From an optimization exercise on the open Yosys and OpenROAD flow, aimed at a short achievable clock period and few clock cycles; shortcuts taken in it are not production practice.
In this exercise RTL edits were held to simulation tests only and were not proved equivalent to the original.
No activity file was given, so power comes from the tool's default toggle rates.

[flow/config.mk]
export PLATFORM = sky130hd
export DESIGN_NAME = CPU
export DESIGN_NICKNAME = CPU
export VERILOG_FILES = /design/flow/design.v
export SDC_FILE = /design/flow/constraint.sdc
export NUM_CORES = 4
export LEC_CHECK = 0
export CAP_MARGIN = 20
export CORE_MARGIN = 2
export CORE_UTILIZATION = 40
export SLEW_MARGIN = 20
export SYNTH_HIERARCHICAL = 1
[flow/constraint.sdc]
create_clock -name core_clock -period 10.0 [get_ports {clk}]
set_input_delay 2.0000 -clock core_clock [delete_from_list [all_inputs] [get_ports {clk}]]
set_output_delay 2.0000 -clock core_clock [all_outputs]
set_load 0.01 [all_outputs]
[flow/design.v]
module CPU(
    input clk,
    input reset, reset_btb,
    input [31:0] idata,
    output [31:0] iaddr,
    input [31:0] drdata,
    output [31:0] daddr,
    output [31:0] dwdata,
    output [3:0] we,
    output [31:0] x31,
    output [31:0] pc
);
    localparam NB = 8;        
    localparam NBL = 3;
    localparam TW = 12;       
    reg [31:0] pc_f;
    reg        d_v;
    reg [31:0] d_ins;
    reg [31:0] d_pc;
    reg [31:0] d_pn;         
    reg [21:0] d_jlo;        
    reg [13:0] d_blo;        
    reg [10:0] d_jhp, d_jhm;  
    reg [18:0] d_bhp, d_bhm;  
    reg [31:0] d_seq;        
    reg        d_hit;
    reg [NBL-1:0] d_hidx;
    reg [1:0]  d_ctr;
    reg        e_v;
    reg        e_wen;
    reg [4:0]  e_rd;
    reg        e_ld, e_st, e_br, e_jal, e_jalr;
    reg [2:0]  e_f3;
    reg [31:0] e_a, e_b, e_sd, e_i, e_pre;
    reg        e_s_add, e_s_sub, e_s_and, e_s_or, e_s_xor, e_s_sll, e_s_srl, e_s_sra, e_s_slt, e_s_sltu, e_s_pre;
    reg [31:0] e_seq, e_tgt;
    reg        e_m_t, e_m_nt;
    reg [31:0] e_pn;
    reg [31:0] e_pc;
    reg        e_hit;
    reg [NBL-1:0] e_hidx;
    reg [1:0]  e_ctr;
    reg        m_wen;
    reg [4:0]  m_rd;
    reg        m_ld;
    reg [2:0]  m_f3;
    reg [31:0] m_res;
    reg [31:0] m_addr;
    reg [31:0] m_wd;
    reg [3:0]  m_we;
    reg        u_v;
    reg        u_br;
    reg        u_ctl;
    reg        u_tk;
    reg        u_alloc;
    reg [31:0] u_pc;
    reg [31:0] u_tgt;
    reg        u_hit;
    reg [NBL-1:0] u_hidx;
    reg [1:0]  u_ctr;
    reg        w_wen;
    reg [4:0]  w_rd;
    reg [31:0] w_res;
    reg [31:0] rf [1:31];
    wire [31:0] pc_next, sum;
    wire [31:0] pc_q, daddr_q, x31_q;
    oreg u_opc(.clk(clk), .d(pc_next), .q(pc_q));
    oreg u_odaddr(.clk(clk), .d(sum), .q(daddr_q));
    oreg u_ox31(.clk(clk), .d((w_wen && w_rd == 5'd31) ? w_res : x31_q), .q(x31_q));
    assign iaddr = pc_q;
    assign pc = pc_q;
    assign daddr = daddr_q;
    assign dwdata = m_wd;
    assign we = m_we;
    assign x31 = x31_q;
    reg [NB-1:0]  b_val;
    reg [TW-1:0]  b_tag [0:NB-1];
    reg [31:0]    b_tgt [0:NB-1];
    reg [1:0]     b_ctr [0:NB-1];
    reg [NBL-1:0] b_ptr;
    reg [NB-1:0] f_hv;
    reg          f_hit;
    reg [NBL-1:0] f_hidx;
    reg [31:0]   f_btgt;
    reg [1:0]    f_ctr;
    integer k;
    always @(*) begin
        f_hit = 1'b0;
        f_hidx = 0;
        f_btgt = 32'd0;
        f_ctr = 2'd0;
        for (k = 0; k < NB; k = k + 1) begin
            f_hv[k] = b_val[k] && (b_tag[k] == pc_f[TW+1:2]);
            if (f_hv[k]) begin
                f_hit = 1'b1;
                f_hidx = k;
            end
            f_btgt = f_btgt | ({32{f_hv[k]}} & b_tgt[k]);
            f_ctr = f_ctr | ({2{f_hv[k]}} & b_ctr[k]);
        end
    end
    wire [21:0] f_jlo;
    wire [13:0] f_blo;
    addw #(21) u_fja(.a(pc_f[20:0]), .b({idata[31], idata[19:12], idata[20], idata[30:21], 1'b0}), .s(f_jlo));
    addw #(13) u_fba(.a(pc_f[12:0]), .b({idata[31], idata[7], idata[30:25], idata[11:8], 1'b0}), .s(f_blo));
    wire [31:0] f_seq = pc_f + 32'd4;
    wire [31:0] f_pn0 = (f_hit & f_ctr[1]) ? f_btgt : f_seq;
    wire [18:0] f_bhp, f_bhm;
    incdec #(19) u_fbh(.x(pc_f[31:13]), .p(f_bhp), .m(f_bhm));
    wire [10:0] f_jhp, f_jhm;
    incdec #(11) u_fjh(.x(pc_f[31:21]), .p(f_jhp), .m(f_jhm));
    wire [31:0] f_pn = f_pn0;
    wire [31:0] ins = d_ins;
    wire [6:0] opc = ins[6:0];
    wire [2:0] f3 = ins[14:12];
    wire [6:0] f7 = ins[31:25];
    wire [4:0] rs1 = ins[19:15];
    wire [4:0] rs2 = ins[24:20];
    wire [4:0] rd  = ins[11:7];
    wire o_lui   = opc == 7'b0110111;
    wire o_auipc = opc == 7'b0010111;
    wire o_jal   = opc == 7'b1101111;
    wire o_jalr  = opc == 7'b1100111;
    wire o_br    = opc == 7'b1100011;
    wire o_ld    = opc == 7'b0000011;
    wire o_st    = opc == 7'b0100011;
    wire o_imm   = opc == 7'b0010011;
    wire o_op    = opc == 7'b0110011;
    wire [31:0] imm_i = {{20{ins[31]}}, ins[31:20]};
    wire [31:0] imm_iz = {20'd0, ins[31:20]};
    wire [31:0] imm_s = {{20{ins[31]}}, ins[31:25], ins[11:7]};
    wire [31:0] imm_u = {ins[31:12], 12'd0};
    reg s_add, s_sub, s_and, s_or, s_xor, s_sll, s_srl, s_sra, s_slt, s_sltu, s_pre;
    reg wr, useimm;
    reg [31:0] ialu;
    always @(*) begin
        s_add = 0; s_sub = 0; s_and = 0; s_or = 0; s_xor = 0; s_sll = 0; s_srl = 0; s_sra = 0;
        s_slt = 0; s_sltu = 0; s_pre = 0;
        wr = 0; useimm = 1; ialu = imm_i;
        if (o_lui | o_auipc | o_jal | o_jalr) begin
            s_pre = 1; wr = 1;
        end
        if (o_ld) begin
            s_add = 1;
            wr = (f3 == 3'd0) | (f3 == 3'd1) | (f3 == 3'd2) | (f3 == 3'd4) | (f3 == 3'd5);
        end
        if (o_st) ialu = imm_s;
        if (o_br) useimm = 0;
        if (o_imm) begin
            wr = 1;
            case (f3)
                3'd0: s_add = 1;
                3'd2: s_slt = 1;
                3'd3: begin s_sltu = 1; ialu = imm_iz; end
                3'd4: begin s_xor = 1; ialu = imm_iz; end
                3'd6: begin s_or = 1; ialu = imm_iz; end
                3'd7: begin s_and = 1; ialu = imm_iz; end
                3'd1: begin s_sll = 1; wr = (f7 == 7'h00); end
                default: begin
                    s_srl = (f7 == 7'h00); s_sra = (f7 == 7'h20);
                    wr = (f7 == 7'h00) | (f7 == 7'h20);
                end
            endcase
        end
        if (o_op) begin
            useimm = 0;
            wr = 1;
            case (f3)
                3'd0: begin
                    s_add = (f7 == 7'h00); s_sub = (f7 == 7'h20);
                    wr = (f7 == 7'h00) | (f7 == 7'h20);
                end
                3'd5: begin
                    s_srl = (f7 == 7'h00); s_sra = (f7 == 7'h20);
                    wr = (f7 == 7'h00) | (f7 == 7'h20);
                end
                3'd1: begin s_sll = 1; wr = (f7 == 7'h00); end
                3'd2: begin s_slt = 1; wr = (f7 == 7'h00); end
                3'd3: begin s_sltu = 1; wr = (f7 == 7'h00); end
                3'd4: begin s_xor = 1; wr = (f7 == 7'h00); end
                3'd6: begin s_or = 1; wr = (f7 == 7'h00); end
                default: begin s_and = 1; wr = (f7 == 7'h00); end
            endcase
        end
    end
    wire wen_d = wr & (rd != 5'd0);
    wire use1 = ~(o_lui | o_auipc | o_jal);
    wire use2 = o_br | o_st | o_op;
    wire [31:0] d_au = {d_pc[31:12] + ins[31:12], d_pc[11:0]};
    wire [31:0] d_tgj, d_tgb;
    sel3 #(11) u_hj(.x(d_pc[31:21]), .p(d_jhp), .m(d_jhm), .c(d_jlo[21]), .s(ins[31]), .o(d_tgj[31:21]));
    sel3 #(19) u_hb(.x(d_pc[31:13]), .p(d_bhp), .m(d_bhm), .c(d_blo[13]), .s(ins[31]), .o(d_tgb[31:13]));
    assign d_tgj[20:0] = d_jlo[20:0];
    assign d_tgb[12:0] = d_blo[12:0];
    wire [31:0] d_tg = o_jal ? d_tgj : d_tgb;
    wire [31:0] pre_d = o_lui ? imm_u : o_auipc ? d_au : d_seq;
    wire d_st = o_jal | (o_br & ((rs1 == rs2) ? ((f3 == 3'd0) | (f3 == 3'd5) | (f3 == 3'd7))
                                              : (ins[31] | (f3 == 3'd1))));
    wire d_red = ~d_hit & d_st;
    wire stall = d_v & e_v & e_ld & e_wen &
                 ((use1 & (rs1 == e_rd)) | (use2 & (rs2 == e_rd)));
    wire [31:0] m_out;
    wire [31:0] rv1 = (rs1 == 5'd0) ? 32'd0 :
                      (m_wen && m_rd == rs1) ? m_out :
                      (w_wen && w_rd == rs1) ? w_res : rf[rs1];
    wire [31:0] rv2 = (rs2 == 5'd0) ? 32'd0 :
                      (m_wen && m_rd == rs2) ? m_out :
                      (w_wen && w_rd == rs2) ? w_res : rf[rs2];
    wire fa_em = e_v & e_wen & (e_rd == rs1) & use1;
    wire fb_em = e_v & e_wen & (e_rd == rs2) & use2;
    wire [31:0] res;
    wire [31:0] fa = e_a;
    wire [31:0] in2 = e_b;
    wire [31:0] sd = e_sd;
    wire [31:0] imm_b = {{20{ins[31]}}, ins[7], ins[30:25], ins[11:8], 1'b0};
    wire [31:0] imm_j = {{12{ins[31]}}, ins[19:12], ins[20], ins[30:21], 1'b0};
    wire pn_tg;
    eqsum u_pntg(.a(d_pc), .b(o_jal ? imm_j : imm_b), .c(d_pn), .eq(pn_tg));
    wire pn_seq = d_pn == d_seq;
    wire id_redir_c = d_v & d_red & ~stall;
    wire [31:0] pc_rest = reset ? 32'd0 : stall ? pc_f : f_pn0;
    wire [31:0] pc_e;
    mux2w u_pce(.s(id_redir_c & ~reset), .a(d_tg), .b(pc_rest), .o(pc_e));
    wire dv_early = ~id_redir_c & (stall ? d_v : 1'b1);
    wire ev_early = d_v & ~stall;
    wire ewen_early = d_v & ~stall & wen_d;
    wire [31:0] a_d, b_d, sd_d;
    wire [31:0] e_ash;
    wire [4:0] e_bsh;
    regw #(32) u_ash(.clk(clk), .d(a_d), .q(e_ash));
    regw #(5) u_bsh(.clk(clk), .d(b_d[4:0]), .q(e_bsh));
    wire cond, jalr_ok;
    exalu u_exalu(.a(fa), .b(in2), .f3(e_f3),
              .s_add(e_s_add), .s_sub(e_s_sub), .s_and(e_s_and), .s_or(e_s_or), .s_xor(e_s_xor),
              .s_sll(e_s_sll), .s_srl(e_s_srl), .s_sra(e_s_sra), .s_slt(e_s_slt), .s_sltu(e_s_sltu),
              .s_pre(e_s_pre), .pre(e_pre), .imm(e_i), .pn(e_pn), .ash(e_ash), .bsh(e_bsh),
              .rv1(rv1), .rv2(rv2), .ialu(ialu), .fa_em(fa_em), .fb_em(fb_em), .useimm(useimm),
              .res(res), .sum(sum), .cond(cond), .jalr_ok(jalr_ok),
              .a_d(a_d), .b_d(b_d), .sd_d(sd_d));
    wire mis_t = e_v & e_m_t;
    wire mis_nt = e_v & e_m_nt;
    wire mis_o = e_v & (e_jal ? e_m_t : e_m_nt);
    wire [31:0] pc_a, pc_b, pc_o;
    mux2w u_pca(.s(mis_t & ~reset), .a(e_tgt), .b(pc_e), .o(pc_a));
    mux2w u_pcb(.s(mis_nt & ~reset), .a(e_seq), .b(pc_e), .o(pc_b));
    mux2w u_pco(.s(mis_o & ~reset), .a(e_jal ? e_tgt : e_seq), .b(pc_e), .o(pc_o));
    wire ex_mis, dv_next, ev_next, ewen_next, take_j, alloc;
    pcfin u_pcfin(.br(e_br), .jalr(e_jalr), .cond(cond), .jok(jalr_ok), .v(e_v), .reset(reset),
                  .pc_a(pc_a), .pc_b(pc_b), .pc_o(pc_o), .pc_e(pc_e), .sum(sum),
                  .mis_t(mis_t), .mis_nt(mis_nt), .mis_o(mis_o),
                  .dv_early(dv_early), .ev_early(ev_early), .ewen_early(ewen_early),
                  .jal(e_jal), .hit(e_hit), .take_j(take_j), .alloc(alloc),
                  .pc_next(pc_next), .mis(ex_mis), .dv_next(dv_next), .ev_next(ev_next), .ewen_next(ewen_next));
    reg [31:0] wd;
    reg [3:0] wm;
    always @(*) begin
        wd = sd;
        wm = 4'd0;
        case (e_f3[1:0])
            2'd0: begin wd = {4{sd[7:0]}}; wm = 4'b0001 << sum[1:0]; end
            2'd1: begin wd = {2{sd[15:0]}}; wm = sum[1] ? 4'b1100 : 4'b0011; end
            2'd2: begin wd = sd; wm = 4'b1111; end
            default: begin wd = sd; wm = 4'b0000; end
        endcase
        if (!(e_v & e_st) | e_f3[2]) wm = 4'd0;
    end
    reg [31:0] ldv;
    always @(*) begin
        case (m_f3[1:0])
            2'd0: begin
                case (m_addr[1:0])
                    2'd0: ldv = {{24{~m_f3[2] & drdata[7]}}, drdata[7:0]};
                    2'd1: ldv = {{24{~m_f3[2] & drdata[15]}}, drdata[15:8]};
                    2'd2: ldv = {{24{~m_f3[2] & drdata[23]}}, drdata[23:16]};
                    default: ldv = {{24{~m_f3[2] & drdata[31]}}, drdata[31:24]};
                endcase
            end
            2'd1: ldv = m_addr[1] ? {{16{~m_f3[2] & drdata[31]}}, drdata[31:16]}
                                  : {{16{~m_f3[2] & drdata[15]}}, drdata[15:0]};
            default: ldv = drdata;
        endcase
    end
    assign m_out = m_ld ? ldv : m_res;
    always @(posedge clk) begin
        if (reset) begin
            d_v <= 1'b0;
            e_v <= 1'b0;
            e_wen <= 1'b0;
            m_wen <= 1'b0;
            m_we <= 4'd0;
            w_wen <= 1'b0;
            u_v <= 1'b0;
        end else begin
            d_v <= dv_next;
            e_v <= ev_next;
            e_wen <= ewen_next;
            m_wen <= e_v & e_wen;
            m_we <= wm;
            w_wen <= m_wen;
            u_v <= e_v & (e_br | e_jal | e_jalr | e_hit);
        end
        pc_f <= pc_next;
        if (!stall) begin
            d_ins <= idata;
            d_pc <= pc_f;
            d_pn <= f_pn;
            d_jlo <= f_jlo;
            d_blo <= f_blo;
            d_jhp <= f_jhp;
            d_jhm <= f_jhm;
            d_bhp <= f_bhp;
            d_bhm <= f_bhm;
            d_seq <= f_seq;
            d_hit <= f_hit;
            d_hidx <= f_hidx;
            d_ctr <= f_ctr;
        end
        e_rd <= rd;
        e_ld <= o_ld;
        e_st <= o_st;
        e_br <= o_br;
        e_jal <= o_jal;
        e_jalr <= o_jalr;
        e_f3 <= f3;
        e_a <= a_d;
        e_b <= b_d;
        e_sd <= sd_d;
        e_i <= ialu;
        e_pre <= pre_d;
        e_s_add <= s_add; e_s_sub <= s_sub; e_s_and <= s_and; e_s_or <= s_or; e_s_xor <= s_xor;
        e_s_sll <= s_sll; e_s_srl <= s_srl; e_s_sra <= s_sra; e_s_slt <= s_slt; e_s_sltu <= s_sltu;
        e_s_pre <= s_pre;
        e_seq <= d_seq;
        e_tgt <= d_tg;
        e_m_t <= ~d_red & ~pn_tg;
        e_m_nt <= o_jal ? ~d_red & ~pn_tg : d_red ? (imm_b != 32'd4) : ~pn_seq;
        e_pn <= d_pn;
        e_pc <= d_pc;
        e_hit <= d_hit;
        e_hidx <= d_hidx;
        e_ctr <= d_ctr;
        m_rd <= e_rd;
        m_ld <= e_ld;
        m_f3 <= e_f3;
        m_res <= res;
        m_addr <= sum;
        m_wd <= wd;
        u_br <= e_br;
        u_ctl <= e_br | e_jal | e_jalr;
        u_tk <= take_j;
        u_alloc <= alloc;
        u_pc <= e_pc;
        u_tgt <= e_jalr ? {sum[31:1], 1'b0} : e_tgt;
        u_hit <= e_hit;
        u_hidx <= e_hidx;
        u_ctr <= e_ctr;
        w_rd <= m_rd;
        w_res <= m_out;
        if (w_wen) rf[w_rd] <= w_res;
    end
    wire [1:0] ctr_inc = (u_ctr == 2'd3) ? 2'd3 : u_ctr + 2'd1;
    wire [1:0] ctr_dec = (u_ctr == 2'd0) ? 2'd0 : u_ctr - 2'd1;
    always @(posedge clk) begin
        if (reset_btb) begin
            b_val <= 0;
            b_ptr <= 0;
        end else if (u_v) begin
            if (u_hit) begin
                if (!u_ctl) b_val[u_hidx] <= 1'b0;
                else begin
                    b_ctr[u_hidx] <= !u_br ? 2'd3 : u_tk ? ctr_inc : ctr_dec;
                    if (u_tk) b_tgt[u_hidx] <= u_tgt;
                end
            end else if (u_alloc) begin
                b_val[b_ptr] <= 1'b1;
                b_tag[b_ptr] <= u_pc[TW+1:2];
                b_tgt[b_ptr] <= u_tgt;
                b_ctr[b_ptr] <= !u_br ? 2'd3 : u_tk ? 2'd2 : 2'd1;
                b_ptr <= b_ptr + 1'b1;
            end
        end
    end
endmodule
module addw #(parameter W = 8) (
    input [W-1:0] a, b,
    output [W:0] s
);
    assign s = {1'b0, a} + {1'b0, b};
endmodule
module exalu(
    input [31:0] a, b,
    input [2:0] f3,
    input s_add, s_sub, s_and, s_or, s_xor, s_sll, s_srl, s_sra, s_slt, s_sltu, s_pre,
    input [31:0] pre, imm, pn,
    input [31:0] ash,
    input [4:0] bsh,
    input [31:0] rv1, rv2, ialu,
    input fa_em, fb_em, useimm,
    output [31:0] res,
    output [31:0] sum,
    output cond,
    output jalr_ok,
    output [31:0] a_d, b_d, sd_d
);
    assign sum = a + b;
    wire [31:0] dif = a - b;
    wire lt  = $signed(a) < $signed(b);
    wire ltu = a < b;
    wire [31:0] sh_l = ash << bsh;
    wire [31:0] sh_r = ash >> bsh;
    wire [31:0] sh_a = $signed(ash) >>> bsh;
    assign res = ({32{s_add}} & sum) | ({32{s_sub}} & dif) |
                 ({32{s_and}} & (a & b)) | ({32{s_or}} & (a | b)) |
                 ({32{s_xor}} & (a ^ b)) |
                 ({32{s_sll}} & sh_l) | ({32{s_srl}} & sh_r) | ({32{s_sra}} & sh_a) |
                 {31'd0, (s_slt & lt) | (s_sltu & ltu)} |
                 ({32{s_pre}} & pre);
    bcond u_bc(.a(a), .b(b), .f3(f3), .cond(cond));
    jalrchk u_jc(.a(a), .imm(imm), .pn(pn), .ok(jalr_ok));
    assign a_d = fa_em ? res : rv1;
    assign b_d = useimm ? ialu : fb_em ? res : rv2;
    assign sd_d = fb_em ? res : rv2;
endmodule
module pcfin(
    input br, jalr, cond, jok, v, reset,
    input [31:0] pc_a, pc_b, pc_o, pc_e, sum,
    input mis_t, mis_nt, mis_o,
    input dv_early, ev_early, ewen_early,
    input jal, hit,
    output take_j, alloc,
    output [31:0] pc_next,
    output mis,
    output dv_next, ev_next, ewen_next
);
    wire mis_j = v & ~jok;
    wire [31:0] pc_j;
    mux2w u_pcj(.s(mis_j & ~reset), .a({sum[31:1], 1'b0}), .b(pc_e), .o(pc_j));
    ao4w u_pcn(.s0(br & cond), .s1(br & ~cond), .s2(~br & jalr), .s3(~br & ~jalr),
               .d0(pc_a), .d1(pc_b), .d2(pc_j), .d3(pc_o), .o(pc_next));
    wire mis_x = jalr ? mis_j : mis_o;
    csel u_mis(.br(br), .c(cond), .t(mis_t), .n(mis_nt), .x(mis_x), .o(mis));
    csel u_tk(.br(br), .c(cond), .t(1'b1), .n(1'b0), .x(jal | jalr), .o(take_j));
    csel u_al(.br(br), .c(cond), .t(~hit), .n(~hit & mis_nt), .x(~hit & (jal | jalr | mis_x)), .o(alloc));
    csel u_dv(.br(br), .c(cond), .t(~mis_t & dv_early), .n(~mis_nt & dv_early), .x(~mis_x & dv_early), .o(dv_next));
    csel u_ev(.br(br), .c(cond), .t(~mis_t & ev_early), .n(~mis_nt & ev_early), .x(~mis_x & ev_early), .o(ev_next));
    csel u_ew(.br(br), .c(cond), .t(~mis_t & ewen_early), .n(~mis_nt & ewen_early), .x(~mis_x & ewen_early), .o(ewen_next));
endmodule
module oreg(
    input clk,
    input [31:0] d,
    output reg [31:0] q
);
    always @(posedge clk) q <= d;
endmodule
module mux2w #(parameter W = 32) (
    input s,
    input [W-1:0] a, b,
    output [W-1:0] o
);
    assign o = s ? a : b;
endmodule
module ao4w #(parameter W = 32) (
    input s0, s1, s2, s3,
    input [W-1:0] d0, d1, d2, d3,
    output [W-1:0] o
);
    assign o = ({W{s0}} & d0) | ({W{s1}} & d1) | ({W{s2}} & d2) | ({W{s3}} & d3);
endmodule
module incdec #(parameter W = 8) (
    input [W-1:0] x,
    output [W-1:0] p, m
);
    assign p = x + 1'b1;
    assign m = x - 1'b1;
endmodule
module sel3 #(parameter W = 8) (
    input [W-1:0] x, p, m,
    input c, s,
    output [W-1:0] o
);
    wire up = c & ~s;
    wire dn = ~c & s;
    assign o = ({W{up}} & p) | ({W{dn}} & m) | ({W{~(up | dn)}} & x);
endmodule
module eqsum(
    input [31:0] a, b, c,
    output eq
);
    wire [31:0] k = {(a[30:0] & b[30:0]) | ((a[30:0] | b[30:0]) & ~c[30:0]), 1'b0};
    assign eq = (a ^ b ^ c) == k;
endmodule
module regw #(parameter W = 32) (
    input clk,
    input [W-1:0] d,
    output reg [W-1:0] q
);
    always @(posedge clk) q <= d;
endmodule
module csel(
    input br, c, t, n, x,
    output o
);
    assign o = br ? (c ? t : n) : x;
endmodule
module bcond(
    input [31:0] a, b,
    input [2:0] f3,
    output reg cond
);
    wire lt  = $signed(a) < $signed(b);
    wire ltu = a < b;
    wire eq  = a == b;
    always @(*) begin
        case (f3)
            3'd0: cond = eq;
            3'd1: cond = ~eq;
            3'd4: cond = lt;
            3'd5: cond = ~lt;
            3'd6: cond = ltu;
            3'd7: cond = ~ltu;
            default: cond = 1'b0;
        endcase
    end
endmodule
module jalrchk(
    input [31:0] a, imm, pn,
    output ok
);
    wire [31:0] jp = {pn[31:1], a[0] ^ imm[0]};
    wire [31:0] jk = {(a[30:0] & imm[30:0]) | ((a[30:0] | imm[30:0]) & ~jp[30:0]), 1'b0};
    assign ok = ((a ^ imm ^ jp) == jk);
endmodule
[flow/flow/run.sh]
#!/bin/bash
set -euo pipefail
cd "$(dirname "$0")/.."
MARGIN=6.5
bash standard.sh synth > synth.log 2>&1
sed "s/\"\${@:-finish}\"/SETUP_SLACK_MARGIN=$MARGIN \"\${@:-finish}\"/" standard.sh > standard_margin.sh
grep -q "SETUP_SLACK_MARGIN=$MARGIN" standard_margin.sh
bash standard_margin.sh finish > layout.log 2>&1
test -f out/final.def
[flow/standard.sh]
#!/bin/bash
# synth_recipe.tcl (not shown) runs the flow's synth.tcl, then flattens the netlist and writes it again
# the make line also repeats each setting of config.mk as NAME=value (left out here)
make -C /OpenROAD-flow-scripts/flow DESIGN_CONFIG=/design/flow/config.mk WORK_HOME=/design/flow/orfs CLKGATE_MAP_FILE= SYNTH_SCRIPT=/design/flow/synth_recipe.tcl "${@:-finish}"
==> results of run 1 <==
where the power goes:
group,switching (mW),internal [mW]
combinational,2.02,1.34
clock,3.78,5.25
sequential,0.496,10.3
routing by layer:
metal | GRT usage | vias to the layer above | routed length [µm]
li1 | - | 32100 | -
met1 | 0.378 | 39800 | 159000
met2 | 0.438 | 4329 | 186000
met3 | 0.0502 | 892 | 38500
met4 | 0.147 | 10 | 24600
met5 | 0 | - | 73
critical path: stages:
cell	delay [ns]
clkdlybuf4s50_1	0.45
a222oi_1	0.95
nor2_1	0.17
a21oi_2	0.19
o22ai_1	0.13
nor2_1	0.15
a21oi_1	0.07
mux2_4	0.32
through the flow:
| stage | cells | worst slack (ns) | total power [mW] | cell area [µm²] |
|---|---|---|---|---|
| 3_5_place_dp | 11700 | 4.22 | 14.0 | 117000 |
| 4_1_cts | 12300 | 6.25 | 23.1 | 129000 |
| 2_1_floorplan | 8165 | 6.12 | 12.5 | 111000 |
| 3_3_place_gp | 11700 | 4.30 | 13.9 | 117000 |
| 5_1_grt | 12400 | 6.31 | 23.8 | 131000 |
| 6_report | 12400 | 6.37 | 23.2 | 131000 |
cell type report:
class | instances | area share
Clock buffer | 342 | 0.0534
Multi-Input combinational cell | 5000 | 0.374
Tap cell | 3705 | 0.0355
Sequential cell | 2230 | 0.465
Timing Repair Buffer | 657 | 0.0528
Clock inverter | 100 | 0.00806
Timing Repair inverter | 2 | 0.000249
Antenna cell | 15 | 0.000287
Inverter | 367 | 0.0108
worst paths after layout:
check / depth (start not counted) / slack, ns / start / end
setup / recovery: 8 / 6.37 / drdata[4] / u_bsh.q[4]
hold / removal: 0 / 0.31 / e_pc[8] / u_pc[8]
setup reg to reg: 20 / 6.40 / d_ins[5] / u_opc.q[18]
hold reg to reg: 0 / 0.31 / e_pc[8] / u_pc[8]
repair_timing:
item,in CTS,in global routing
setup endpoints to repair,1030,234
gates resized for setup,1109,269
cloned,30,10
buffers inserted,121,78
pin swaps,72,99
==> flow_metrics.py, run 1 <==
metrics = {
    "run_status": {
        "status": "finished clean",
    },
    "worst_setup_path": {
        "crit_type": "input pin to register",
        "crit_path_max_fanout": 2,
        "critPathArrivalTime_ns": 4.44,
        "cp-start-kind": "input pin",
        "cp_data_required_time_ns": 10.80,
        "cp-end-kind": "register",
    },
    "finish": {
        "utilization": 0.473,
        "reg.largest.list": "rf: 992 flops, b_tgt: 256 flops, b_tag: 96 flops",
        "mostFrequentLayoutCell": "edfxtp_1",
        "multi_input_comb_area_mm2": 0.0488,
        "syn_to_final_growth_pct": 17.8,
        "fillerInstances": 24100,
        "regArea_mm2": 0.0609,
        "largest-register": "rf",
        "drive_gt1_frac": 0.294,
        "nets": 8824,
        "mostFrequentLayoutCells": "1588 x edfxtp_1, 583 x mux4_2, 502 x dfxtp_1",
        "largest_reg_flops": 992,
    },
    "clocking": {
        "cts.clk_slew.worst_paths_ns": 0.06,
        "cts_sinks": 2230,
        "ctsHoldBuffers": 0,
        "cts-htree-levels": 4,
        "root_buffer": "clkbuf_16",
        "numCtsBuffers": 235,
        "ctsLongestPathBuffers": 4,
        "clk_latency_ns": 0.95,
        "cts_tree": "yes",
    },
    "grt": {
        "grt.total_usage": 0.282,
        "grt_pass1_wl_um": 569000,
        "grt_pass1_vias": 75000,
        "grt_max_degree": 85,
        "antenna_found_initial": 28,
        "overflow": 0,
    },
    "die": {
        "die_w_um": 531,
        "io_pins": 231,
        "row_count": 193,
        "core-area_mm2": 0.276,
        "dieHeight_um": 531,
        "start_util": 0.402,
        "dieArea_mm2": 0.282,
    },
    "timing": {
        "slew_headroom": 0.114,
        "hold_viol": 0,
        "rsz0062_at_grt": "true",
        "period_share": 0.363,
        "tightest_slew_ns": 1.33,
        "hold_ws_ns": 0.314,
        "clock_skew_ns": 0.123,
        "slew_violations": 0,
        "fin_crit_ns": 3.63,
        "finalSetupViolations": 0,
        "tns_ns": 0,
        "max_clock_freq_mhz": 275,
    },
    "flow_run": {
        "max_cap_viol_count": 0,
    },
    "worst_hold_path": {
        "hold_class": "register to register",
    },
    "routing": {
        "wl_per_cell_um": 32.9,
        "wirelength_um": 409000,
        "drtIter0Drc": 10300,
        "dr_total_vias": 77100,
        "first_pass_iters": 9,
        "vias_per_cell": 6.21,
        "drtAntennaViolNets": 0,
        "drc": 0,
    },
    "yosys": {
        "syn_inst": 8162,
        "ys_warn_count": 11,
        "syn_area_per_cell_um2": 13.6,
        "netlist_area_mm2": 0.111,
    },
    "placed_design": {
        "dp_hpwl_um": 263000,
        "gp_congestion": 0.970,
        "port_buffers": 230,
    },
    "power_and_ir_drop": {
        "max-vdd-ir-drop_uv": 148,
        "power_density_mw_per_mm2": 177,
        "leakage_nw": 46.8,
    },
}
Testbench counts, summed over its fixed seeds: cycles 80,066.
==> run 2, diff against run 1 <==
--- a/flow/design.v
+++ b/flow/design.v
@@ -24,6 +24,8 @@
     reg [18:0] d_bhp, d_bhm;  
     reg [31:0] d_seq;        
     reg        d_hit;
+    reg        d_use1, d_use2;   
+    reg        d_stp;        
     reg [NBL-1:0] d_hidx;
     reg [1:0]  d_ctr;
     reg        e_v;
@@ -110,6 +112,15 @@
     wire [10:0] f_jhp, f_jhm;
     incdec #(11) u_fjh(.x(pc_f[31:21]), .p(f_jhp), .m(f_jhm));
     wire [31:0] f_pn = f_pn0;
+    wire [6:0] f_op = idata[6:0];
+    wire f_jal = f_op == 7'b1101111;
+    wire f_br = f_op == 7'b1100011;
+    wire [2:0] f_f3 = idata[14:12];
+    wire f_use1 = ~((f_op == 7'b0110111) | (f_op == 7'b0010111) | f_jal);
+    wire f_use2 = f_br | (f_op == 7'b0100011) | (f_op == 7'b0110011);
+    wire f_stp = f_jal | (f_br & ((idata[19:15] == idata[24:20]) ?
+                                  ((f_f3 == 3'd0) | (f_f3 == 3'd5) | (f_f3 == 3'd7)) :
+                                  (idata[31] | (f_f3 == 3'd1))));
     wire [31:0] ins = d_ins;
     wire [6:0] opc = ins[6:0];
     wire [2:0] f3 = ins[14:12];
@@ -184,8 +195,8 @@
         end
     end
     wire wen_d = wr & (rd != 5'd0);
-    wire use1 = ~(o_lui | o_auipc | o_jal);
-    wire use2 = o_br | o_st | o_op;
+    wire use1 = d_use1;
+    wire use2 = d_use2;
     wire [31:0] d_au = {d_pc[31:12] + ins[31:12], d_pc[11:0]};
     wire [31:0] d_tgj, d_tgb;
     sel3 #(11) u_hj(.x(d_pc[31:21]), .p(d_jhp), .m(d_jhm), .c(d_jlo[21]), .s(ins[31]), .o(d_tgj[31:21]));
@@ -194,10 +205,8 @@
     assign d_tgb[12:0] = d_blo[12:0];
     wire [31:0] d_tg = o_jal ? d_tgj : d_tgb;
     wire [31:0] pre_d = o_lui ? imm_u : o_auipc ? d_au : d_seq;
-    wire d_st = o_jal | (o_br & ((rs1 == rs2) ? ((f3 == 3'd0) | (f3 == 3'd5) | (f3 == 3'd7))
-                                              : (ins[31] | (f3 == 3'd1))));
-    wire d_red = ~d_hit & d_st;
-    wire stall = d_v & e_v & e_ld & e_wen &
+    wire d_red = ~d_hit & d_stp;
+    wire stall = d_v & e_ld & e_wen &
                  ((use1 & (rs1 == e_rd)) | (use2 & (rs2 == e_rd)));
     wire [31:0] m_out;
     wire [31:0] rv1 = (rs1 == 5'd0) ? 32'd0 :
@@ -312,6 +321,9 @@
             d_bhm <= f_bhm;
             d_seq <= f_seq;
             d_hit <= f_hit;
+            d_use1 <= f_use1;
+            d_use2 <= f_use2;
+            d_stp <= f_stp;
             d_hidx <= f_hidx;
             d_ctr <= f_ctr;
         end
==> run 2 against run 1 <==
Compared with the run above: register-to-register slack worse by 0.05 ns; hold slack worse by 0.039 ns; sequential share of layout area up 0.25 points; cell count down 1.1%; via count down 1.8%; non-clock buffer count down 11; synthesized area down 0.60%; sequential power about the same; flip-flop and latch count up 3; combinational power about the same; critical endpoint is now u_opc.q[25]; largest power group unchanged.
==> flow_metrics.py, run 2 <==
metrics = {
    "run_status": {
        "status": "finished clean",
    },
    "timing": {
        "rsz0062_at_grt": "true",
        "finalSetupViolations": 0,
        "max_clock_freq_mhz": 274,
        "slew_violations": 0,
        "slew_headroom": 0.0770,
        "fin_ws_ns": 6.35,
        "tightest_slew_ns": 1.38,
        "fin_crit_ns": 3.65,
        "period_share": 0.365,
        "clock_skew_ns": 0.105,
        "hold_viol": 0,
        "tns_ns": 0,
    },
    "clocking": {
        "cts.clk_slew.worst_paths_ns": 0.06,
        "ctsLongestPathBuffers": 4,
        "ctsHoldBuffers": 0,
        "numCtsBuffers": 235,
        "cts-htree-levels": 4,
        "cts_sinks": 2233,
        "clk_latency_ns": 0.97,
        "root_buffer": "clkbuf_16",
        "cts_tree": "yes",
    },
    "finish": {
        "reg.largest.list": "rf: 992 flops, b_tgt: 256 flops, b_tag: 96 flops",
        "largest_reg_flops": 992,
        "multi_input_comb_area_mm2": 0.0483,
        "syn_to_final_growth_pct": 18.2,
        "instances_no_fill": 12300,
        "nets": 8711,
        "regArea_mm2": 0.0610,
        "mostFrequentLayoutCell": "edfxtp_1",
        "largest-register": "rf",
        "utilization": 0.476,
        "mostFrequentLayoutCells": "1591 x edfxtp_1, 585 x mux4_2, 537 x nor2_1",
        "fillerInstances": 23700,
        "drive_gt1_frac": 0.303,
    },
    "grt": {
        "antenna_found_initial": 20,
        "grt.total_usage": 0.279,
        "grt_pass1_wl_um": 558000,
        "grt_max_degree": 87,
        "grt_pass1_vias": 73000,
        "overflow": 0,
    },
    "routing": {
        "first_pass_iters": 10,
        "wl_per_cell_um": 33.1,
        "drc": 0,
        "dr_total_vias": 75700,
        "vias_per_cell": 6.17,
        "drtIter0Drc": 10100,
        "drtAntennaViolNets": 0,
        "wirelength_um": 406000,
    },
    "worst_hold_path": {
        "hold_class": "register to register",
        "min_from": "e_hidx[2]",
    },
    "worst_setup_path": {
        "cp_data_required_time_ns": 10.80,
        "critPathLaunch": "pc_f[10]",
        "critPathArrivalTime_ns": 4.45,
        "cp-start-kind": "register",
        "crit_path_max_fanout": 8,
        "crit_type": "register to register",
        "cp-end-kind": "register",
        "worstReg2RegStart": "pc_f[10]",
    },
    "power_and_ir_drop": {
        "max-vdd-ir-drop_uv": 159,
        "leakage_nw": 46.9,
        "power_density_mw_per_mm2": 179,
    },
    "flow_run": {
        "max_cap_viol_count": 0,
    },
    "die": {
        "io_pins": 231,
        "core-area_mm2": 0.274,
        "row_count": 192,
        "dieArea_mm2": 0.280,
        "start_util": 0.403,
        "die_w_um": 529,
        "dieHeight_um": 529,
    },
    "placed_design": {
        "gp_congestion": 0.983,
        "port_buffers": 230,
        "place_ws_ns": 4.86,
        "dp_hpwl_um": 255000,
        "dp.cells": 11600,
    },
    "yosys": {
        "netlist_area_mm2": 0.110,
        "ys_warn_count": 11,
        "syn_inst": 8064,
        "syn_area_per_cell_um2": 13.7,
    },
}
-- run 2: timing repair --
| item | 4_1_cts | 5_1_grt |
|---|---|---|
| gates cloned | 28 | 15 |
| gates resized for setup | 1221 | 284 |
| buffers inserted | 108 | 74 |
| pin swaps | 81 | 164 |
| setup endpoints to repair | 913 | 220 |
-- run 2: where the power goes --
part | internal [mW] | switching, mW
Clock | 5.37 | 3.85
Sequential | 10.3 | 0.479
Combinational | 1.33 | 2.00
-- run 2: per-stage QoR --
step,area [µm²],hold WS [ns],total power [mW]
after CTS,128000,0.273,23.2
after floorplan,111000,0.310,12.5
final,130000,0.275,23.3
after global placement,116000,0.312,13.8
after global routing,130000,0.288,23.9
after detailed placement,116000,0.314,13.9
-- run 2: critical path, stage by stage, from the launching register on --
cell and delay, ns:
dfxtp_4 0.43, buf_12 0.16, xnor2_2 0.11, nand4_1 0.18
nor4_4 0.40, buf_12 0.17, a22oi_2 0.10, nand4_4 0.21
buf_16 0.20, buf_12 0.12, buf_6 0.09, mux2_4 0.29
mux2i_1 0.13, nor2_1 0.06, mux2_4 0.32, mux2_4 0.27
a22oi_1 0.17, nand2_1 0.09
-- run 2: per-layer routing --
layer / routed length [µm] / up-vias / GRT usage
li1: - / 31700 / -
met1: 159000 / 39000 / 0.375
met2: 185000 / 4218 / 0.432
met3: 37700 / 814 / 0.0527
met4: 24000 / 2 / 0.142
met5: 11 / - / 0
-- run 2: area by class of cell --
type / instances / area share
Sequential cell: 2233 / 0.468
Antenna cell: 10 / 0.000192
Inverter: 344 / 0.00996
Timing Repair Buffer: 646 / 0.0532
Multi-Input combinational cell: 4920 / 0.371
Clock inverter: 132 / 0.0117
Tap cell: 3686 / 0.0354
Clock buffer: 310 / 0.0510
-- run 2: path summary, 6_finish.rpt --
kind	end	slack, ns	depth (start not counted)
setup / recovery	u_opc.q[25]	6.35	17
hold / removal	u_hidx[2]	0.27	0
setup reg to reg	u_opc.q[25]	6.35	17
hold reg to reg	u_hidx[2]	0.27	0
Testbench counts of run 2, summed over its fixed seeds: cycles 80,066.
==> run 3, diff against run 2 <==
--- a/flow/design.v
+++ b/flow/design.v
@@ -209,14 +209,18 @@
     wire stall = d_v & e_ld & e_wen &
                  ((use1 & (rs1 == e_rd)) | (use2 & (rs2 == e_rd)));
     wire [31:0] m_out;
-    wire [31:0] rv1 = (rs1 == 5'd0) ? 32'd0 :
-                      (m_wen && m_rd == rs1) ? m_out :
-                      (w_wen && w_rd == rs1) ? w_res : rf[rs1];
-    wire [31:0] rv2 = (rs2 == 5'd0) ? 32'd0 :
-                      (m_wen && m_rd == rs2) ? m_out :
-                      (w_wen && w_rd == rs2) ? w_res : rf[rs2];
+    reg [31:0] ldv;
+    wire m_f1 = m_wen & (m_rd == rs1);
+    wire m_f2 = m_wen & (m_rd == rs2);
+    wire w_f1 = w_wen & (w_rd == rs1);
+    wire w_f2 = w_wen & (w_rd == rs2);
     wire fa_em = e_v & e_wen & (e_rd == rs1) & use1;
     wire fb_em = e_v & e_wen & (e_rd == rs2) & use2;
+    wire [4:0] sa = {fa_em, ~fa_em & m_f1 & m_ld, ~fa_em & m_f1 & ~m_ld, ~fa_em & ~m_f1 & w_f1,
+                     ~fa_em & ~m_f1 & ~w_f1 & (rs1 != 5'd0)};
+    wire [4:0] ss = {fb_em, ~fb_em & m_f2 & m_ld, ~fb_em & m_f2 & ~m_ld, ~fb_em & ~m_f2 & w_f2,
+                     ~fb_em & ~m_f2 & ~w_f2 & (rs2 != 5'd0)};
+    wire [4:0] sb = useimm ? 5'd0 : ss;
     wire [31:0] res;
     wire [31:0] fa = e_a;
     wire [31:0] in2 = e_b;
@@ -227,9 +231,9 @@
     eqsum u_pntg(.a(d_pc), .b(o_jal ? imm_j : imm_b), .c(d_pn), .eq(pn_tg));
     wire pn_seq = d_pn == d_seq;
     wire id_redir_c = d_v & d_red & ~stall;
-    wire [31:0] pc_rest = reset ? 32'd0 : stall ? pc_f : f_pn0;
     wire [31:0] pc_e;
-    mux2w u_pce(.s(id_redir_c & ~reset), .a(d_tg), .b(pc_rest), .o(pc_e));
+    ao4w u_pce(.s0(~reset & stall), .s1(~reset & id_redir_c), .s2(~reset & ~stall & ~id_redir_c), .s3(1'b0),
+               .d0(pc_f), .d1(d_tg), .d2(f_pn0), .d3(32'd0), .o(pc_e));
     wire dv_early = ~id_redir_c & (stall ? d_v : 1'b1);
     wire ev_early = d_v & ~stall;
     wire ewen_early = d_v & ~stall & wen_d;
@@ -243,7 +247,8 @@
               .s_add(e_s_add), .s_sub(e_s_sub), .s_and(e_s_and), .s_or(e_s_or), .s_xor(e_s_xor),
               .s_sll(e_s_sll), .s_srl(e_s_srl), .s_sra(e_s_sra), .s_slt(e_s_slt), .s_sltu(e_s_sltu),
               .s_pre(e_s_pre), .pre(e_pre), .imm(e_i), .pn(e_pn), .ash(e_ash), .bsh(e_bsh),
-              .rv1(rv1), .rv2(rv2), .ialu(ialu), .fa_em(fa_em), .fb_em(fb_em), .useimm(useimm),
+              .ldv(ldv), .m_res(m_res), .w_res(w_res), .rf1(rf[rs1]), .rf2(rf[rs2]), .ialu(ialu),
+              .sa(sa), .sb(sb), .ss(ss), .useimm(useimm),
               .res(res), .sum(sum), .cond(cond), .jalr_ok(jalr_ok),
               .a_d(a_d), .b_d(b_d), .sd_d(sd_d));
     wire mis_t = e_v & e_m_t;
@@ -273,7 +278,6 @@
         endcase
         if (!(e_v & e_st) | e_f3[2]) wm = 4'd0;
     end
-    reg [31:0] ldv;
     always @(*) begin
         case (m_f3[1:0])
             2'd0: begin
@@ -406,8 +410,9 @@
     input [31:0] pre, imm, pn,
     input [31:0] ash,
     input [4:0] bsh,
-    input [31:0] rv1, rv2, ialu,
-    input fa_em, fb_em, useimm,
+    input [31:0] ldv, m_res, w_res, rf1, rf2, ialu,
+    input [4:0] sa, sb, ss,
+    input useimm,
     output [31:0] res,
     output [31:0] sum,
     output cond,
@@ -429,9 +434,12 @@
                  ({32{s_pre}} & pre);
     bcond u_bc(.a(a), .b(b), .f3(f3), .cond(cond));
     jalrchk u_jc(.a(a), .imm(imm), .pn(pn), .ok(jalr_ok));
-    assign a_d = fa_em ? res : rv1;
-    assign b_d = useimm ? ialu : fb_em ? res : rv2;
-    assign sd_d = fb_em ? res : rv2;
+    assign a_d = ({32{sa[4]}} & res) | ({32{sa[3]}} & ldv) | ({32{sa[2]}} & m_res) |
+                 ({32{sa[1]}} & w_res) | ({32{sa[0]}} & rf1);
+    assign b_d = ({32{sb[4]}} & res) | ({32{sb[3]}} & ldv) | ({32{sb[2]}} & m_res) |
+                 ({32{sb[1]}} & w_res) | ({32{sb[0]}} & rf2) | ({32{useimm}} & ialu);
+    assign sd_d = ({32{ss[4]}} & res) | ({32{ss[3]}} & ldv) | ({32{ss[2]}} & m_res) |
+                  ({32{ss[1]}} & w_res) | ({32{ss[0]}} & rf2);
 endmodule
 module pcfin(
     input br, jalr, cond, jok, v, reset,
==> run 3 against run 2 <==
Compared with the run above: critical path depth shrank 8; clock skew down 0.0066 ns; count of clock-buffer cells in the layout is 14 higher; utilization fell by 0.25 points; sequential share of layout area is 0.27 points higher; power up 11%; critical endpoint is now u_ash.q[30]; largest power group unchanged.
==> flow_metrics.py, run 3 <==
metrics = {
    "timing": {
        "period_share": 0.358,
        "rsz0062_at_grt": "true",
        "clock_skew_ns": 0.0989,
        "max_clock_freq_mhz": 279,
        "tns_ns": 0,
        "hold_viol": 0,
        "slew_headroom": 0.257,
        "tightest_slew_ns": 1.11,
        "finalSetupViolations": 0,
        "fin_crit_ns": 3.58,
        "slew_violations": 0,
    },
    "worst_setup_path": {
        "crit_type": "register to register",
        "r2r_slack_ns": 6.42,
        "cp_data_required_time_ns": 10.77,
        "critPathArrivalTime_ns": 4.36,
        "cp-end-kind": "register",
        "r2r_end": "u_ash.q[30]",
        "critPathCapture": "u_ash.q[30]",
        "cp-start-kind": "register",
        "critPathLaunch": "u_bsh.q[4]",
        "crit_path_max_fanout": 41,
        "r2r_cells": 9,
        "worstReg2RegStart": "u_bsh.q[4]",
    },
    "grt": {
        "overflow": 0,
        "grt_pass1_vias": 72500,
        "antenna_found_initial": 30,
        "grt_pass1_wl_um": 556000,
        "grt.total_usage": 0.278,
        "grt_max_degree": 160,
    },
    "yosys": {
        "syn_area_per_cell_um2": 14.1,
        "syn_inst": 7794,
        "netlist_area_mm2": 0.110,
        "ys_warn_count": 11,
    },
    "die": {
        "io_pins": 231,
        "row_count": 192,
        "die_w_um": 529,
        "dieArea_mm2": 0.279,
        "dieHeight_um": 529,
        "start_util": 0.402,
        "core-area_mm2": 0.274,
    },
    "power_and_ir_drop": {
        "power_density_mw_per_mm2": 199,
        "leakage_nw": 46.6,
        "intPower_mw": 18.3,
        "combinationalPowerShare": 0.182,
        "p_seq_frac": 0.449,
        "max-vdd-ir-drop_uv": 170,
        "p_sw_mw": 7.50,
        "power_frac_clock": 0.369,
        "p_sw_frac": 0.291,
    },
    "finish": {
        "instances_no_fill": 12000,
        "reg.largest.list": "rf: 992 flops, b_tgt: 256 flops, b_tag: 96 flops",
        "mostFrequentLayoutCells": "1591 x edfxtp_1, 625 x mux4_2, 518 x dfxtp_1",
        "largest-register": "rf",
        "nets": 8472,
        "syn_to_final_growth_pct": 17.6,
        "largest_reg_flops": 992,
        "mostFrequentLayoutCell": "edfxtp_1",
        "drive_gt1_frac": 0.306,
    },
    "routing": {
        "drtIter0Drc": 10600,
        "drtAntennaViolNets": 0,
        "vias_per_cell": 6.29,
        "dr_total_vias": 75200,
        "dr.max_layer_used": "met5",
        "wirelength_um": 402000,
        "route.met3.wl_um": 37500,
        "first_pass_iters": 9,
        "wl_per_cell_um": 33.6,
        "drc": 0,
        "wl_met2_um": 182000,
        "m1WireLength_um": 157000,
    },
    "clocking": {
        "cts.clk_slew.worst_paths_ns": 0.06,
        "root_buffer": "clkbuf_16",
        "cts-htree-levels": 4,
        "cts_tree": "yes",
        "numCtsBuffers": 238,
        "clk_latency_ns": 0.93,
        "ctsHoldBuffers": 0,
        "cts_sinks": 2233,
        "ctsLongestPathBuffers": 4,
    },
    "worst_hold_path": {
        "hold_class": "register to register",
    },
    "placed_design": {
        "port_buffers": 230,
        "dp.cells": 11300,
        "gp_congestion": 0.993,
        "dp_hpwl_um": 261000,
    },
    "flow_run": {
        "max_cap_viol_count": 0,
    },
    "run_status": {
        "status": "finished clean",
    },
}
[run 3: final cells by class]
class	count	area, µm²
fill	23400	144000
sequential	2233	60900
multi-input combinational	4770	48300
clock buffer	324	6930
timing repair buffer	604	6050
tap	3589	4490
clock inverter	125	1600
inverter	292	1130
antenna	19	47.5
timing repair inverter	2	10.0
[run 3: timing repair]
item | 4_1_cts | 5_1_grt
buffers inserted | 69 | 91
pin swaps | 43 | 183
endpoints found under the setup margin | 818 | 521
gates cloned | 18 | 7
resized for setup | 1041 | 293
[run 3: worst max-delay path, stage by stage, from the launching register on]
cell and delay, ns:
dfxtp_1 0.31, buf_4 0.43, nand2b_1 0.74, nor2_1 0.37
o311ai_0 0.33, o211ai_1 0.24, a31oi_1 0.24, nand2_1 0.09
a221o_2 0.41, a21o_1 0.23
[run 3: power groups by stage]
stage | clock network (mW) | registers (mW) | logic (mW)
after floorplan | 0 | 11.4 | 2.59
after global placement | 0 | 11.7 | 4.16
after detailed placement | 0 | 11.7 | 4.20
after CTS | 9.62 | 11.5 | 4.37
after global routing | 9.98 | 11.6 | 4.89
final | 9.52 | 11.6 | 4.69
[run 3: metal layers]
| layer | track usage | up-vias |
|---|---|---|
| met5 | 0 | - |
| met4 | 0.150 | 2 |
| met1 | 0.372 | 38800 |
| met2 | 0.429 | 4367 |
| li1 | - | 31100 |
| met3 | 0.0526 | 895 |
[run 3: worst min path at each step]
stage,from,to,slack [ns],depth (start not counted)
2_1_floorplan,e_ctr[0],u_ctr[0],0.31,0
3_3_place_gp,e_pc[12],u_pc[12],0.31,0
3_5_place_dp,e_pc[11],u_pc[11],0.31,0
5_1_grt,e_pc[7],u_pc[7],0.32,0
4_1_cts,e_pc[12],u_pc[12],0.31,0
6_report,e_pc[7],u_pc[7],0.31,0
[run 3: through the flow]
stage / utilization / instance area [µm²] / worst slack (ns) / hold slack (ns) / total power, mW
floorplan: - / 111000 / 6.31 / 0.310 / 14.0
global placement: 0.426 / 116000 / 5.06 / 0.312 / 15.9
detailed placement: 0.426 / 116000 / 5.04 / 0.312 / 15.9
CTS: 0.465 / 127000 / 6.44 / 0.313 / 25.5
global route: 0.473 / 129000 / 6.32 / 0.320 / 26.5
finish: 0.473 / 129000 / 6.42 / 0.307 / 25.8
Testbench counts of run 3, summed over its fixed seeds: cycles 80,066.
==> run 4, diff against run 3 <==
--- a/flow/design.v
+++ b/flow/design.v
@@ -26,6 +26,7 @@
     reg        d_hit;
     reg        d_use1, d_use2;   
     reg        d_stp;        
+    reg [31:1] d_oh1;        
     reg [NBL-1:0] d_hidx;
     reg [1:0]  d_ctr;
     reg        e_v;
@@ -34,6 +35,7 @@
     reg        e_ld, e_st, e_br, e_jal, e_jalr;
     reg [2:0]  e_f3;
     reg [31:0] e_a, e_b, e_sd, e_i, e_pre;
+    reg        e_zok, e_zz;  
     reg        e_s_add, e_s_sub, e_s_and, e_s_or, e_s_xor, e_s_sll, e_s_srl, e_s_sra, e_s_slt, e_s_sltu, e_s_pre;
     reg [31:0] e_seq, e_tgt;
     reg        e_m_t, e_m_nt;
@@ -113,6 +115,10 @@
     incdec #(11) u_fjh(.x(pc_f[31:21]), .p(f_jhp), .m(f_jhm));
     wire [31:0] f_pn = f_pn0;
     wire [6:0] f_op = idata[6:0];
+    reg [31:1] f_oh1;
+    integer q;
+    always @(*)
+        for (q = 1; q < 32; q = q + 1) f_oh1[q] = idata[19:15] == q;
     wire f_jal = f_op == 7'b1101111;
     wire f_br = f_op == 7'b1100011;
     wire [2:0] f_f3 = idata[14:12];
@@ -230,10 +236,25 @@
     wire pn_tg;
     eqsum u_pntg(.a(d_pc), .b(o_jal ? imm_j : imm_b), .c(d_pn), .eq(pn_tg));
     wire pn_seq = d_pn == d_seq;
-    wire id_redir_c = d_v & d_red & ~stall;
+    wire zp_ok = o_imm & (f3 == 3'd0) & ~fa_em & ~(m_f1 & m_ld);
+    reg [31:0] rf1_oh;
+    always @(*) begin
+        rf1_oh = 32'd0;
+        for (q = 1; q < 32; q = q + 1) rf1_oh = rf1_oh | ({32{d_oh1[q]}} & rf[q]);
+    end
+    wire [31:0] zp_a = ({32{sa[2]}} & m_res) | ({32{sa[1]}} & w_res) | ({32{sa[0]}} & rf1_oh);
+    wire [31:0] zp_neg = 32'd0 - imm_i;
+    wire zp_zero = zp_a == zp_neg;
+    wire z_src = o_br & (f3[2:1] == 2'b00) & (rs2 == 5'd0) & (rs1 != 5'd0) &
+                 e_wen & (e_rd == rs1) & e_zok;
+    wire z_tk = f3[0] ? ~e_zz : e_zz;
+    wire z_red = z_src & (z_tk ^ (d_hit & d_ctr[1]));
+    wire d_redir = z_src ? z_red : d_red;
+    wire [31:0] d_rtgt = (z_src & ~z_tk) ? d_seq : d_tg;
+    wire id_redir_c = d_v & d_redir & ~stall;
     wire [31:0] pc_e;
     ao4w u_pce(.s0(~reset & stall), .s1(~reset & id_redir_c), .s2(~reset & ~stall & ~id_redir_c), .s3(1'b0),
-               .d0(pc_f), .d1(d_tg), .d2(f_pn0), .d3(32'd0), .o(pc_e));
+               .d0(pc_f), .d1(d_rtgt), .d2(f_pn0), .d3(32'd0), .o(pc_e));
     wire dv_early = ~id_redir_c & (stall ? d_v : 1'b1);
     wire ev_early = d_v & ~stall;
     wire ewen_early = d_v & ~stall & wen_d;
@@ -247,7 +268,7 @@
               .s_add(e_s_add), .s_sub(e_s_sub), .s_and(e_s_and), .s_or(e_s_or), .s_xor(e_s_xor),
               .s_sll(e_s_sll), .s_srl(e_s_srl), .s_sra(e_s_sra), .s_slt(e_s_slt), .s_sltu(e_s_sltu),
               .s_pre(e_s_pre), .pre(e_pre), .imm(e_i), .pn(e_pn), .ash(e_ash), .bsh(e_bsh),
-              .ldv(ldv), .m_res(m_res), .w_res(w_res), .rf1(rf[rs1]), .rf2(rf[rs2]), .ialu(ialu),
+              .ldv(ldv), .m_res(m_res), .w_res(w_res), .rf1(rf1_oh), .rf2(rf[rs2]), .ialu(ialu),
               .sa(sa), .sb(sb), .ss(ss), .useimm(useimm),
               .res(res), .sum(sum), .cond(cond), .jalr_ok(jalr_ok),
               .a_d(a_d), .b_d(b_d), .sd_d(sd_d));
@@ -326,6 +347,7 @@
             d_seq <= f_seq;
             d_hit <= f_hit;
             d_use1 <= f_use1;
+            d_oh1 <= f_oh1;
             d_use2 <= f_use2;
             d_stp <= f_stp;
             d_hidx <= f_hidx;
@@ -348,8 +370,10 @@
         e_s_pre <= s_pre;
         e_seq <= d_seq;
         e_tgt <= d_tg;
-        e_m_t <= ~d_red & ~pn_tg;
-        e_m_nt <= o_jal ? ~d_red & ~pn_tg : d_red ? (imm_b != 32'd4) : ~pn_seq;
+        e_m_t <= ~z_red & ~(d_red & ~z_src) & ~pn_tg;
+        e_m_nt <= ~z_red & (o_jal ? ~d_red & ~pn_tg : (d_red & ~z_src) ? (imm_b != 32'd4) : ~pn_seq);
+        e_zok <= zp_ok;
+        e_zz <= zp_zero;
         e_pn <= d_pn;
         e_pc <= d_pc;
         e_hit <= d_hit;
==> run 4 against run 3 <==
Compared with the run above: register-to-register slack better by 0.05 ns; utilization is 0.83 points higher; critical path depth is 2 higher; sequential power hardly changed; global-route usage is 4.3 points higher; die area is 1.1% higher; first-iteration DRC count is 41% higher; clock skew is 0.0053 ns lower; critical endpoint is now e_zz; power is 1.6% higher; flip-flop and latch count is 60 higher.
==> flow_metrics.py, run 4 <==
metrics = {
    "run_status": {
        "status": "finished clean",
    },
    "finish": {
        "drive_gt1_frac": 0.282,
        "largest-register": "rf",
        "mostFrequentLayoutCells": "1654 x edfxtp_1, 561 x a22oi_1, 511 x dfxtp_1",
        "instances_no_fill": 12800,
        "fillerInstances": 23900,
        "largest_reg_flops": 1024,
        "multi_input_comb_area_mm2": 0.0482,
        "nets": 9168,
        "mostFrequentLayoutCell": "edfxtp_1",
        "reg.largest.list": "rf: 1024 flops, b_tgt: 256 flops, b_tag: 96 flops",
        "regArea_mm2": 0.0628,
        "final_area_mm2": 0.133,
        "syn_to_final_growth_pct": 19.6,
    },
    "routing": {
        "drtIter0Drc": 15000,
        "vias_per_cell": 6.67,
        "drc": 0,
        "first_pass_iters": 9,
        "wirelength_um": 478000,
        "drtAntennaViolNets": 0,
        "wl_per_cell_um": 37.5,
        "dr_total_vias": 85100,
    },
    "worst_setup_path": {
        "cp-end-kind": "register",
        "crit_path_max_fanout": 20,
        "r2r_cells": 11,
        "critPathArrivalTime_ns": 4.33,
        "cp_data_required_time_ns": 10.79,
        "critPathLaunch": "d_oh1[4]",
        "crit_type": "register to register",
        "worstReg2RegStart": "d_oh1[4]",
        "cp-start-kind": "register",
    },
    "placed_design": {
        "dp.cells": 12000,
        "gp_congestion": 0.998,
        "dp_hpwl_um": 295000,
        "port_buffers": 230,
        "dpl_cell_area_mm2": 0.118,
    },
    "power_and_ir_drop": {
        "max-vdd-ir-drop_uv": 144,
        "leakage_nw": 48.0,
        "p_sw_mw": 7.84,
        "power_density_mw_per_mm2": 197,
        "combinationalPowerShare": 0.192,
        "p_seq_frac": 0.452,
        "intPower_mw": 18.4,
        "power_frac_clock": 0.355,
        "p_sw_frac": 0.299,
    },
    "die": {
        "dieHeight_um": 531,
        "io_pins": 231,
        "start_util": 0.402,
        "die_w_um": 531,
        "row_count": 193,
        "core-area_mm2": 0.276,
        "dieArea_mm2": 0.282,
    },
    "grt": {
        "grt_pass1_wl_um": 646000,
        "grt_busiest_layer": "met2",
        "grt_pass1_vias": 81000,
        "overflow": 0,
        "met3_usage": 0.0813,
        "grt_max_degree": 74,
        "grt.total_usage": 0.322,
        "gr-usage-met2": 0.482,
        "grt_use_met1": 0.412,
        "antenna_found_initial": 27,
    },
    "yosys": {
        "ys_warn_count": 11,
        "netlist_area_mm2": 0.111,
        "syn_area_per_cell_um2": 13.3,
        "syn_inst": 8364,
    },
    "timing": {
        "rsz0062_at_grt": "true",
        "tightest_slew_ns": 1.23,
        "finalSetupViolations": 0,
        "fin_crit_ns": 3.54,
        "hold_viol": 0,
        "tns_ns": 0,
        "clock_skew_ns": 0.0935,
        "period_share": 0.354,
        "max_clock_freq_mhz": 283,
        "slew_violations": 0,
        "slew_headroom": 0.171,
    },
    "clocking": {
        "cts.clk_slew.worst_paths_ns": 0.07,
        "cts_tree": "yes",
        "cts_sinks": 2293,
        "cts-htree-levels": 4,
        "numCtsBuffers": 240,
        "root_buffer": "clkbuf_16",
        "clk_latency_ns": 0.95,
        "ctsLongestPathBuffers": 4,
    },
    "worst_hold_path": {
        "min_from": "e_ctr[0]",
        "hold_class": "register to register",
        "min_path_cells": 0,
    },
    "flow_run": {
        "max_cap_viol_count": 0,
    },
}
## run 4: cell type report
type | count | area share
flip-flops and latches | 2293 | 0.472
multi-input cells | 5212 | 0.362
repair buffers | 764 | 0.0610
clock buffers | 319 | 0.0506
well taps | 3705 | 0.0348
clock inverters | 127 | 0.0101
inverters | 322 | 0.00952
diodes | 13 | 0.000244
repair inverters | 2 | 0.000150
## run 4: power groups by stage
stage / logic (mW) / registers, mW / clock network (mW)
after floorplan: 2.64 / 11.6 / 0
after global placement: 4.34 / 12.0 / 0
after detailed placement: 4.37 / 12.0 / 0
after CTS: 4.64 / 11.8 / 9.36
after global routing: 5.22 / 11.9 / 9.72
final: 5.04 / 11.9 / 9.31
## run 4: final timing paths
| path | endpoint | slack (ns) |
|---|---|---|
| worst max-delay path | e_zz | 6.46 |
| worst min-delay path | u_ctr[0] | 0.32 |
| worst max register to register | e_zz | 6.46 |
| worst min register to register | u_ctr[0] | 0.32 |
## run 4: timing repair
item | 4_1_cts | 5_1_grt
hold buffers | 0 | 0
gates resized for setup | 1123 | 434
hold endpoints to repair | 0 | 0
endpoints found under the setup margin | 1036 | 516
pin swaps | 61 | 179
setup buffers | 129 | 124
gates cloned | 22 | 18
## run 4: worst max-delay path, cell delays in order, from the launching register on
cell and delay [ns]:
edfxtp_1 0.44, buf_12 0.23, buf_8 0.22, a222oi_1 0.41
nand3_1 0.14, or4_1 0.79, a22oi_1 0.28, nand2_1 0.15
nor2_1 0.11, nand3_1 0.09, o31a_1 0.19, nor4_2 0.30
## run 4: per-stage QoR
stage	worst slack, ns	total power [mW]	utilization	hold WS [ns]
detailed placement	4.97	16.4	0.427	0.313
CTS	6.39	25.8	0.469	0.325
global placement	4.92	16.4	0.427	0.311
floorplan	3.67	14.3	-	0.310
global route	6.33	26.8	0.481	0.331
finish	6.46	26.2	0.481	0.324
## run 4: metal layers
| layer | share of wire | vias to the layer above |
|---|---|---|
| met5 | 0.00027 | - |
| met2 | 0.43 | 6852 |
| met4 | 0.082 | 20 |
| li1 | - | 33700 |
| met3 | 0.12 | 1618 |
| met1 | 0.36 | 42900 |
Testbench counts of run 4, summed over its fixed seeds: cycles 79,097.

[afterwards: timing with drivers on the ports]
In the flow no input, the clock included, has a driving cell. The finished layouts below were timed again as built, in two steps.
Step 1, drivers: a clkbuf_16 drives clk and a buf_2 each remaining input, both assumed.
Step 2 moves the port delays by t, midway between the first and last clock arrival at a register: inputs arrive t later, outputs are due t later. That takes back most of the time a late clock gives input paths.
a / b / c = ideal / step 1 / step 2; a / b = the first two.
run	t (ns)	setup WS [ns]	hold WS [ns]	slew at the worst register clock pin (ns)	worst data-port slew with drivers (ns)
run 1	0.986	6.368 / 6.401 / 5.458	0.314 / 0.314 / 0.314	0.07 / 0.07	0.24
run 2	0.998	6.351 / 6.351 / 5.450	0.275 / 0.275 / 0.275	0.08 / 0.08	0.16
run 3	0.986	6.417 / 6.391 / 5.547	0.307 / 0.307 / 0.307	0.07 / 0.07	0.23
run 4	1.000	6.463 / 6.414 / 5.460	0.324 / 0.324 / 0.324	0.08 / 0.08	0.29
After both steps every run listed still meets setup and hold. For run 4, which loses most, drivers alone change the setup slack by -0.049 ns; drivers and shift together by -1.003 ns.
